Source: an optimization exercise on an open RTL-to-GDS flow (aim: small area, a short achievable clock period and few clock cycles per item). Production flows keep margins and buffers that such runs may drop.
The RTL was checked by simulation tests, not by an equivalence proof against the original design.

==> flow/design.v (excerpt) <==
module accelerator (
    input  logic clk, rst,
    input  logic signed [31:0] a0,
    input  logic signed [31:0] a1,
    input  logic signed [31:0] a2,
    input  logic signed [31:0] a3,
    input  logic signed [31:0] a4,
    input  logic signed [31:0] a5,
    input  logic signed [31:0] a6,
    input  logic signed [31:0] a7,
    input  logic signed [31:0] b0,
    input  logic signed [31:0] b1,
    input  logic signed [31:0] b2,
    input  logic signed [31:0] b3,
    input  logic signed [31:0] b4,
    input  logic signed [31:0] b5,
    input  logic signed [31:0] b6,
    input  logic signed [31:0] b7,
    input  logic start,
    output logic done,
    output logic signed [63:0] result
);
Size in the first run: ~33000 sq um of cells after synthesis.
clock: 12.0 ns
lec_check: 0
cap_margin: 20
core_margin: 2
core_utilization: 40
slew_margin: 20
standard.sh (not shown) runs the stock make flow with config.mk's settings and CLKGATE_MAP_FILE= SYNTH_SCRIPT=/design/flow/synth_recipe.tcl, a recipe that flattens the netlist after the stock synthesis.
==> flow/flow/run.sh <==
#!/bin/bash
set -euo pipefail
MARGIN=${MARGIN:-7.7}
R=orfs/results/sky130hd/accelerator/base
bash standard.sh synth > synth.log 2>&1
cp $R/1_2_yosys.v polfix_in.v
python3 flow/polfix.py polfix_in.v $R/1_2_yosys.v > polfix.log 2>&1
bash standard.sh synth > synth2.log 2>&1
bash standard.sh "BUFFER_PORTS_ARGS=-buffer_cell sky130_fd_sc_hd__buf_1" \
    SETUP_SLACK_MARGIN=$MARGIN finish > layout.log 2>&1
Other scripts of this flow, unchanged in this note and not shown: flow/flow/polfix.py
Testbench counts at the start, summed over its fixed seeds: cycles 10,552, items 960.
Change:
--- a/flow/flow/run.sh
+++ b/flow/flow/run.sh
@@ -9,2 +9,3 @@
 bash standard.sh "BUFFER_PORTS_ARGS=-buffer_cell sky130_fd_sc_hd__buf_1" \
+    "CTS_BUF_LIST=sky130_fd_sc_hd__clkbuf_8" \
     SETUP_SLACK_MARGIN=$MARGIN finish > layout.log 2>&1
Outcome:
- The new run produced a clean layout
- final area came out higher by 0.52%
- hold slack is worse by 0.0083 ns
- via count came out higher by 0.86%
- fmax came out higher by 0.66%
- worst setup slack is better by 0.028 ns
- sequential share of layout area stays flat
- first-iteration DRC count came out higher by 1.9%
- wire length came out higher by 0.67%

* * *

Another version of the RTL of accelerator (not shown whole).
Size: roughly 3,200 cells after synthesis, about 33,000 um^2 of cells after synthesis.
==> flow/design.v (excerpt) <==
module accelerator (
    input  logic clk, rst,
    input  logic signed [31:0] a0,
    input  logic signed [31:0] a1,
    input  logic signed [31:0] a2,
    input  logic signed [31:0] a3,
    input  logic signed [31:0] a4,
    input  logic signed [31:0] a5,
    input  logic signed [31:0] a6,
    input  logic signed [31:0] a7,
    input  logic signed [31:0] b0,
    input  logic signed [31:0] b1,
    input  logic signed [31:0] b2,
    input  logic signed [31:0] b3,
    input  logic signed [31:0] b4,
    input  logic signed [31:0] b5,
    input  logic signed [31:0] b6,
    input  logic signed [31:0] b7,
    input  logic start,
    output logic done,
    output logic signed [63:0] result
);
    logic [3:0] c;
    logic       run, first, done_reg, fin;
    logic       ld;
    assign ld = run ? ~c[3] : start & ~done_reg & ~fin;
    always_ff @(posedge clk, posedge rst) begin
        if (rst) begin
            c        <= 4'd0;
            run      <= 1'b0;
            first    <= 1'b0;
            done_reg <= 1'b0;
            fin      <= 1'b0;
        end else begin
            first <= ~run & ~done_reg & ~fin & start;
            fin   <= 1'b0;
  ...
clock: 12.0 ns
lec_check: 0
cap_margin: 20
core_margin: 2
core_utilization: 40
slew_margin: 20
==> flow/flow/run.sh <==
#!/bin/bash
set -euo pipefail
MARGIN=${MARGIN:-7.7}
R=orfs/results/sky130hd/accelerator/base
bash standard.sh synth > synth.log 2>&1
cp $R/1_2_yosys.v polfix_in.v
python3 flow/polfix.py polfix_in.v $R/1_2_yosys.v > polfix.log 2>&1
bash standard.sh synth > synth2.log 2>&1
bash standard.sh "BUFFER_PORTS_ARGS=-buffer_cell sky130_fd_sc_hd__buf_1" \
    TNS_END_PERCENT=20 SETUP_SLACK_MARGIN=$MARGIN finish > layout.log 2>&1
Other scripts of this flow, unchanged in this note and not shown: flow/flow/polfix.py
The baseline completed without violations.
Testbench counts at the start, summed over its fixed seeds: cycles 10,552, items 960.
Change:
--- a/flow/flow/run.sh
+++ b/flow/flow/run.sh
@@ -9,2 +9,2 @@
 bash standard.sh "BUFFER_PORTS_ARGS=-buffer_cell sky130_fd_sc_hd__buf_1" \
-    TNS_END_PERCENT=20 SETUP_SLACK_MARGIN=$MARGIN finish > layout.log 2>&1
+    SETUP_SLACK_MARGIN=$MARGIN finish > layout.log 2>&1
After rerunning:
- The new run finished with timing, DRC and antenna clean
- sequential share of layout area stays flat
- cell count stays flat
- maximum frequency hardly moves

afterwards: timing with drivers on the ports:
The flow's constraints put no driver on any port. The routed layouts listed below were extracted and timed again, unchanged, in two steps.
Step 1: set_driving_cell puts a clkbuf_16 on clk and a buf_2 on each other input, an assumption about the parent block.
Step 2, shift: input delay + t, output delay - t, t = (earliest + latest rising clock arrival at the registers) / 2. This alone moves slack from input paths to output paths.
a / b / c = ideal ports / drivers / drivers and shift; a / b = the first two.
| run | shift t [ns] | slack for setup (ns) | worst hold slack (ns) |
|---|---|---|---|
| the first run of note 1 | 0.645 | 7.736 / 7.736 / 7.263 | 0.422 / 0.422 / 0.422 |
| the second run of note 1 | 0.727 | 7.764 / 7.764 / 7.105 | 0.413 / 0.413 / 0.413 |
| the first run of note 2 | 0.649 | 7.667 / 7.663 / 7.015 | 0.381 / 0.381 / 0.381 |
| the second run of note 2 | 0.645 | 7.655 / 7.655 / 7.222 | 0.381 / 0.381 / 0.381 |
After both steps setup and hold are still met in every run listed. For the second run of note 1, which loses most, drivers alone change the setup slack by 0.000 ns; drivers and shift together by -0.659 ns.
